Background: an optimization exercise with open tools, aiming at small area. Do not read the settings as production practice. Function was checked by simulation only, so behaviour that the tests miss may differ from the original. Power and IR drop assume default switching activity.

v18:
Design uart_loopback, start of the top module:
module uart_loopback(
    Clk,
    Rst_n,
    uart_rx,
    uart_tx,
    DIO,
    SRCLK,
    RCLK
);
make LEC_CHECK=0 CAP_MARGIN=20 CORE_MARGIN=2 CORE_UTILIZATION=60 CTS_BUF_LIST=sky130_fd_sc_hd__clkbuf_8 SLEW_MARGIN=20 finish   # period 10.0 ns
run.sh (not shown) runs the stock make flow with config.mk's settings and CLKGATE_MAP_FILE= SYNTH_SCRIPT=/design/flow/synth_recipe.tcl, a recipe that flattens the netlist after the stock synthesis.
v18 completed every stage of the flow, and the final layout passed the timing, DRC and antenna checks.
Here is what was changed in the inputs of v12 compared with v18.
# v18
export LEC_CHECK = 0
export CAP_MARGIN = 20
export CORE_MARGIN = 2
export CORE_UTILIZATION = 60
export CTS_BUF_LIST = sky130_fd_sc_hd__clkbuf_8
export SLEW_MARGIN = 20
create_clock -name core_clock -period 10.0 [get_ports {Clk}]
# v12
export LEC_CHECK = 0
export CAP_MARGIN = 20
export CORE_MARGIN = 2
export CORE_UTILIZATION = 40
export SLEW_MARGIN = 20
create_clock -name core_clock -period 10.0 [get_ports {Clk}]
Findings:
v12 completed; timing, DRC and antenna clean
Taking v18 as the reference, in v12 die width +about 22%; pin slew with the least headroom to its limit increased by 0.021 ns relative to the old numbers; slack of the critical path went up by 0.036 ns; wire length now sits higher; period utilization has decreased.
Changes observed in v12 relative to v18: register-to-register slack went up by 0.03 ns, global-route wire length before repair rose by 4.4%, post-route DRC violation count barely changed, cell count now larger, number of top-level pins stayed essentially flat.
Relative to v12, the following input files were edited for v20:
# v12
export LEC_CHECK = 0
export CAP_MARGIN = 20
export CORE_MARGIN = 2
export CORE_UTILIZATION = 40
export SLEW_MARGIN = 20
create_clock -name core_clock -period 10.0 [get_ports {Clk}]
# v20
export LEC_CHECK = 0
export CAP_MARGIN = 20
export CORE_MARGIN = 2
export CORE_UTILIZATION = 60
export SLEW_MARGIN = 20
create_clock -name core_clock -period 10.0 [get_ports {Clk}]
==> flow/flow/run.sh (new file) <==
#!/bin/bash
# Standard ORFS layout with a leaner clock tree (no dummy loads, clkbuf_8)
# and minimum-size port buffers. Each tool's output goes to its own log.
set -uo pipefail
export CTS_ARGS="-sink_clustering_enable -repair_clock_nets -dont_use_dummy_load -buf_list sky130_fd_sc_hd__clkbuf_8"
export BUFFER_PORTS_ARGS="-buffer_cell sky130_fd_sc_hd__buf_1"
bash standard.sh > standard_flow.log 2>&1
status=$?
cp -r orfs/logs/*/uart_loopback/base ./orfs_logs 2>/dev/null || true
exit $status
==> flow/standard.sh (new file) <==
#!/bin/bash
# synth_recipe.tcl (not shown) runs the flow's synth.tcl, then flattens the netlist and writes it again
# the make line also repeats each setting of config.mk as NAME=value (left out here)
make -C /OpenROAD-flow-scripts/flow DESIGN_CONFIG=/design/flow/config.mk WORK_HOME=/design/flow/orfs CLKGATE_MAP_FILE= SYNTH_SCRIPT=/design/flow/synth_recipe.tcl "${@:-finish}"
removed: flow/run.sh
Findings:
v20 completed every stage of the flow, and the final layout passed the timing, DRC and antenna checks.
Between v12 and v20, the share of post-route cells with drive strength above 1 is lower for v20.
On detailed-placement wirelength estimate: between v12 and v20, it ends up higher for v12.
Diff v12 -> v20 | insertion delay to the later sink of the worst-skew pair | increase of 0.04 ns
The cell area after layout number comes out lower for v20 vs v12.
Going from v12 to v20, routed wire length shrank by a few percent.
From v12 to v20 the numbers moved as follows: final cell count decreased 9.3%, power drawn by the clock network decreased by about 46% relative to the old numbers.
Side by side, routed length on met3 turned out higher in v20 than in v12.
Summary of v20 over v12: pin count of the biggest net entering global routing down 5; final worst-path setup slack up 0.32 ns; final cycle utilization of the critical path down 3.2 points.
For v16, these inputs were changed with respect to v20:
# v20
export LEC_CHECK = 0
export CAP_MARGIN = 20
export CORE_MARGIN = 2
export CORE_UTILIZATION = 60
export SLEW_MARGIN = 20
create_clock -name core_clock -period 10.0 [get_ports {Clk}]
# v16
export LEC_CHECK = 0
export CAP_MARGIN = 0
export CORE_MARGIN = 2
export CORE_UTILIZATION = 60
export SLEW_MARGIN = 0
create_clock -name core_clock -period 10.0 [get_ports {Clk}]
--- outcome ---
In terms of fraction of area in clock buffers and inverters, v20 and v16 differ only marginally. Diff v16..v20 | number of synthesized register bits | unchanged. On combinational group share of total power, v16 and v20 are neck and neck. Relative to v20, the slew at the pin closest to its max-slew limit of v16 is higher by 0.31 ns. v20 leaves less setup margin than v16. Compared with v20, in v16 total power about even, clock power about even, final non-filler cell area fell 0.35%, total wire length about even. Portion of total power attributed to the clock network: v20 vs v16, no meaningful difference.

-- re-timing with driven ports --
In the flow no input, the clock included, has a driving cell. The finished layouts below were timed again as built, in two steps. Step 1 sets driving cells, clkbuf_16 on the clock port and buf_2 on the other inputs (assumed; they add their load-dependent delay and slew). Step 2, shift: input delay + t, output delay - t, t = (earliest + latest rising clock arrival at the registers) / 2. This alone moves slack from input paths to output paths. Slacks: ideal ports / drivers / drivers and shift; pairs: ideal ports / drivers.
run | t, ns | slack for setup (ns) | hold slack, ns | worst setup path after step 2 | worst register clock-pin slew, ns
v18 | 0.484 | 5.015 / 4.980 / 5.464 | 0.357 / 0.357 / 0.357 | register to output | 0.10 / 0.10
v12 | 0.457 | 5.050 / 5.010 / 5.467 | 0.353 / 0.353 / 0.353 | register to output | 0.07 / 0.07
v20 | 0.477 | 5.368 / 5.334 / 5.811 | 0.368 / 0.368 / 0.368 | register to output | 0.10 / 0.10
v16 | 0.476 | 5.377 / 5.342 / 5.818 | 0.368 / 0.368 / 0.368 | register to output | 0.10 / 0.10
After both steps setup and hold are still met in every run listed.
